Context: an optimization exercise on an open-source flow, tuned for small area and a short achievable clock period. The choices shown serve that exercise and are no tape-out recipe.
In this exercise RTL edits were held to simulation tests only and were not proved equivalent to the original.
Power figures rest on the tool's default switching activity, not on a simulated workload.

===== constraint.sdc =====
create_clock -name core_clock -period 3.4 [get_ports {clk}]
set_input_delay 0.6800 -clock core_clock [delete_from_list [all_inputs] [get_ports {clk}]]
set_output_delay 0.6800 -clock core_clock [all_outputs]
set_load 0.01 [all_outputs]

===== design.v =====
module KSA (s, a, b, c);
   parameter BITS = 64;
   parameter LEVELS = 6;
   input [BITS-1:0]  a;
   input [BITS-1:0]  b;
   input             c;       
   output [BITS:0]   s;       
   wire [BITS-1:0]   Plvl[LEVELS:0], Glvl[LEVELS:0];
   assign Plvl[0][BITS-1:0] = a^b;
   assign Glvl[0][BITS-1:0] = {a[BITS-1:1]&b[BITS-1:1], (a[0]&b[0]) | ((a[0]^b[0])&c)};
   genvar 	     lvl;
   generate
      for (lvl = 1; lvl <= LEVELS; lvl = lvl + 1) begin
	 assign Plvl[lvl][2**(lvl-1)-1:0] = Plvl[lvl-1][2**(lvl-1)-1:0];
	 assign Glvl[lvl][2**(lvl-1)-1:0] = Glvl[lvl-1][2**(lvl-1)-1:0];
	 assign Plvl[lvl][BITS-1:2**(lvl-1)] = Plvl[lvl-1][BITS-1:2**(lvl-1)] & Plvl[lvl-1][BITS-1 - 2**(lvl-1):0];
	 assign Glvl[lvl][BITS-1:2**(lvl-1)] = (Plvl[lvl-1][BITS-1:2**(lvl-1)] & Glvl[lvl-1][BITS-1 - 2**(lvl-1):0]) | Glvl[lvl-1][BITS-1:2**(lvl-1)];
      end
   endgenerate
   assign s = {1'b0, Plvl[0]}^{Glvl[LEVELS], c};
endmodule
module KSA_pipe(s, a, b, c, clk);
   parameter BITS = 64;
   parameter LEVELS = 6;
   input [BITS-1:0]	a;
   input [BITS-1:0] 	b;
   input 		c;
   input 		clk;
   output [BITS:0] 	s;
   wire [BITS-1:0] 	aIn;
   wire [BITS-1:0] 	bIn;
   wire 		cIn;
   wire [BITS:0] 	sOut;
   REGS #(.BITS(BITS)) inputBUF_A (aIn, a, clk);
   REGS #(.BITS(BITS)) inputBUF_B (bIn, b, clk);
   REG 			inputBUF_C (cIn, c, clk);
   KSA #(.BITS(BITS), .LEVELS(LEVELS))adder4 (sOut, aIn, bIn, cIn);
   REGS #(.BITS(BITS+1)) outputBUF_S (s, sOut, clk);
endmodule
module REGS (Q, D, clk);
   parameter BITS = 64;
   input [BITS-1:0]	D;
   input 		clk;
   output [BITS-1:0] 	Q;
   genvar 		i;
   generate
      for (i = 0; i < BITS; i = i + 1) begin
	 REG RR (Q[i], D[i], clk);
      end
   endgenerate
endmodule
module REG (Q, D, clk);
   input		D;
   input 		clk;
   output reg 		Q;
   always @ (posedge clk) begin
      Q <= D;
   end
endmodule

===== run.sh =====
#!/bin/bash
# synth_recipe.tcl (not shown) runs the flow's synth.tcl, then flattens the netlist and writes it again
# the make line also repeats each setting of config.mk as NAME=value (left out here)
make -C /OpenROAD-flow-scripts/flow DESIGN_CONFIG=/design/flow/config.mk WORK_HOME=/design/flow/orfs CLKGATE_MAP_FILE= SYNTH_SCRIPT=/design/flow/synth_recipe.tcl finish

===== config.mk =====
export PLATFORM = sky130hd
export DESIGN_NAME = KSA_pipe
export DESIGN_NICKNAME = KSA_pipe
export VERILOG_FILES = /design/flow/design.v
export SDC_FILE = /design/flow/constraint.sdc
export NUM_CORES = 4
export LEC_CHECK = 0
export CAP_MARGIN = 20
export CORE_MARGIN = 2
export CORE_UTILIZATION = 40
export SLEW_MARGIN = 20

==> run_results.csv <==
group,metric,value,unit
sta,rsz0062_at_grt,"no",
global_route,track_usage,17.39,%
synth,synthFlopType,"dfxtp_1",
layout,fin_nets,1151,
detailed_routing,first_pass_iters,4,
synth,ys_warn_count,2,
floorplanning,coreArea,20170,µm²
cts,clk_latency,0.43,ns
detailed_routing,drt_iter0_drc,351,
global_route,overflow,0,
global_route,grt_pass1_vias,6004,
place,port-buffer-count,194,
detailed_routing,ant_nets,0,
floorplanning,pin_count,195,
pwr,seqPwrFrac,44.1,%
critical_path,worstPathRequired,3.72,ns
sta,hold_viol,0,
global_route,grt_pass1_wl,29.66,mm
sta,final_max_slew_viol_count,0,
detailed_routing,num_vias,6068,
global_route,grt_max_degree,17,
critical_path,cp.arrival,3.53,ns
cts,cts_max_path_buffers,2,
layout,instances_no_fill,1239,
place,hpwl,14.57,mm
sta,period_share,94.47,%
critical_path,r2r_cells,13,
sta,maxSlewHeadroom,63.31,%
global_route,antenna_found_initial,2,
critical_path,r2r_slack,0.19,ns
cts,clk_pin_slew,0.07,ns
detailed_routing,finalWirelength,18.70,mm
layout,layout_common_cells,"clkdlybuf4s50_1, dfxtp_1, a21oi_1, ha_1, nand2_1",
critical_path,worstSetupEndpointType,"flop",
pwr,power_frac_comb,23.3,%
pwr,max-vdd-ir-drop,0.0002921,V
layout,area_growth,28.63,%
place,globalplace.congestion,0.8498,
synth,syn_inst,827,
synth,synth.avg_cell_area,9.889,µm²
pwr,swShare,26.92,%
sta,setup_viol,0,
layout,final_cell_area,10520,µm²
cts,cts.sinks,194,
floorplanning,die_area,21600,µm²
floorplanning,start_util,40.55,%
synth,syn_nets,1022,
sta,fmax,311.3,MHz
sta,min_period,3.212,ns
detailed_routing,vias_per_cell,4.897,
pwr,p_switching,1601,µW
cts,cts_hold_buf,0,
pwr,p_int,4346,µW
critical_path,r2r-end,"outputBUF_S.genblk1[64].RR.Q",
critical_path,start_kind,"flop",
place,dp.cells,1205,
run,cap_violations,0,
worst_hold_path,min_path_cells,1,
synth,async_reset_ff_share,0,%
sta,clock_skew,0.009375,ns
pwr,p_leak,0.004392,µW
floorplanning,die_h,147.0,µm
floorplanning,die_w,147.0,µm
worst_hold_path,worstHoldStart,"inputBUF_B.genblk1[1].RR.Q",
outcome,status,"timing/DRC/antenna clean",
pwr,power_density,565.3,nW/µm²
sta,tightest_slew,0.5446,ns
critical_path,cp_max_fo,5,
pwr,clock_power_share,32.6,%
critical_path,criticalPathCategory,"reg2reg",
layout,drive_above_1_share,5.475,%
cts,h-tree-depth,4,
worst_hold_path,whs_endpoint,"outputBUF_S.genblk1[1].RR.Q",
critical_path,reg2reg_from,"inputBUF_A.genblk1[0].RR.Q",
synth,synth_cell_types,55,
detailed_routing,wl_per_cell,15.10,µm
synth,synth_edf_count,0,
synth,synth-seq-cells,194,
synth,syn_area,8178,µm²
floorplanning,rows,52,
place,place_area,9897,µm²
detailed_routing,drc_errors,0,
sta,hold-worst-slack,0.5484,ns
synth,synth_sequential_area_ratio,47.49,%
worst_hold_path,min_path_type,"reg2reg",
cts,numCtsBuffers,17,
cts,root_buffer,"clkbuf_16",
cts,cts_tree,"yes",
power groups by stage:
| stage | sequential [µW] | combinational [µW] | clock, µW |
|---|---|---|---|
| CTS | 2630 | 1390 | 2000 |
| global route | 2650 | 1500 | 2100 |
| floorplan | 2640 | 956 | 0 |
| finish | 2620 | 1390 | 1940 |
| detailed placement | 2680 | 1370 | 0 |
| global placement | 2680 | 1370 | 0 |
cells in the mapped netlist (all sizes together) (2+ instances only):
| master | instances | area, µm² |
|---|---|---|
| clkbuf | 22 | 82.58 |
| nor3 | 14 | 75.07 |
| ha | 63 | 788.3 |
| a211oi | 6 | 45.04 |
| nand3 | 19 | 95.09 |
| o41ai | 2 | 43.80 |
| a21oi | 77 | 385.4 |
| nand2 | 54 | 202.7 |
| inv | 25 | 93.84 |
| or2 | 2 | 12.51 |
| and3 | 2 | 12.51 |
| a31oi | 9 | 56.30 |
| nand4 | 24 | 150.1 |
| or3b | 2 | 20.02 |
| a211o | 2 | 17.52 |
| o2111ai | 2 | 17.52 |
| xnor2 | 36 | 315.3 |
| o31ai | 6 | 50.05 |
| a221o | 2 | 20.02 |
| a21boi | 4 | 30.02 |
| o21ai | 44 | 220.2 |
| fa | 2 | 40.04 |
| dfxtp | 194 | 3884 |
| o211ai | 6 | 45.04 |
| buf | 67 | 500.5 |
| nor3b | 2 | 15.01 |
| and2 | 3 | 18.77 |
| nor2 | 34 | 127.6 |
| xor2 | 26 | 227.7 |
| o21a | 5 | 37.54 |
| nor2b | 8 | 50.05 |
| a31o | 4 | 35.03 |
| a21o | 30 | 225.2 |
| o21bai | 14 | 105.1 |
| nor4 | 2 | 18.77 |
| and4 | 2 | 17.52 |
cell type report:
cell class | count | area [µm²]
fill | 1883 | 9651
tap | 270 | 337.8
inverter | 25 | 93.84
timing repair buffer | 199 | 1979
sequential | 194 | 3884
antenna | 1 | 2.502
clock inverter | 10 | 98.84
clock buffer | 21 | 470.5
multi-input combinational | 519 | 3652
through the flow:
stage          setup TNS [ns]  power (µW)  utilization [%]  worst slack (ns)
2_1_floorplan               0        3595                -            0.3845
6_report                    0        5947            52.15            0.1881
4_1_cts                     0        6008            51.98           0.08885
3_3_place_gp                0        4052            49.07           0.01222
3_5_place_dp          -0.1607        4049            49.07          -0.07211
5_1_grt                     0        6252            52.14          0.004980
per-layer routing:
layer  global-route usage, %  share of wire, %  vias to the layer above
met3                   4.472               5.9                       23
met1                   22.61                46                     2776
met2                   27.89                46                      166
met5                       0                 0                        -
met4                   6.731               2.2                        0
li1                        -                 -                     3103
flip-flops by register name, indices dropped and copies added, names as in the netlist:
register / cells
inputBUF_C.Q: 1
inputBUF_A.genblk1.RR.Q: 64
outputBUF_S.genblk1.RR.Q: 65
inputBUF_B.genblk1.RR.Q: 64
kinds of logic after synthesis:
kind of cell	after synthesis	synth area share, %
adder cells (fa/ha/maj)	65	10.13
buffers and inverters	114	8.277
AND/OR/NAND/NOR	173	10.42
AO/OA/AOI/OAI	219	17.04
flip-flops	194	47.49
XOR/XNOR	62	6.640
worst max-delay path, stage by stage (launching register included):
cell and delay (ns):
dfxtp_1 0.30, inv_1 0.07, fa_1 0.19, inv_1 0.05, fa_1 0.40, a21oi_2 0.18, nor3_1 0.07, or4_4 0.57
o311ai_2 0.29, a31oi_1 0.17, nand3b_1 0.17, o21ba_4 0.18, o41ai_4 0.10, a221o_1 0.33
worst max path at each step:
stage	from	to	slack, ns	depth (start not counted)
after floorplan	inputBUF_A.genblk1[0].RR.Q	outputBUF_S.genblk1[64].RR.Q	0.38	13
after detailed placement	inputBUF_A.genblk1[0].RR.Q	outputBUF_S.genblk1[62].RR.Q	-0.07	13
after global placement	inputBUF_A.genblk1[0].RR.Q	outputBUF_S.genblk1[64].RR.Q	0.01	13
final	inputBUF_A.genblk1[0].RR.Q	outputBUF_S.genblk1[64].RR.Q	0.19	13
after CTS	inputBUF_A.genblk1[0].RR.Q	outputBUF_S.genblk1[62].RR.Q	0.09	13
after global routing	inputBUF_B.genblk1[0].RR.Q	outputBUF_S.genblk1[62].RR.Q	0.005	14
timing repair:
action,in CTS,in global routing
buffers inserted,0,2
pin swaps,1,2
endpoints found under the hold margin,0,0
gates resized for setup,3,3
setup endpoints to repair,5,3

-- static timing again, ports no longer ideal --
How much do the figures lean on ideal ports? The routed layout below was timed once more, with nothing changed but the port constraints.
Step 1 sets driving cells, clkbuf_16 on the clock port and buf_2 on the other inputs (assumed; they add their load-dependent delay and slew).
Step 2 times the ports against the registers' clock, not the clock port: input delays grow and output delays shrink by t, the midpoint of the rising clock arrivals with the driver on.
Slacks: ideal / step 1 / step 2; pairs: ideal / step 1.
t, ns: 0.472
slack for setup (ns): 0.188 / 0.188 / 0.188
hold WS [ns]: 0.548 / 0.548 / 0.548
worst setup path after step 2: register to register
After both steps setup and hold are still met in this run. For this run, drivers alone change the setup slack by 0.000 ns; drivers and shift together by 0.000 ns.
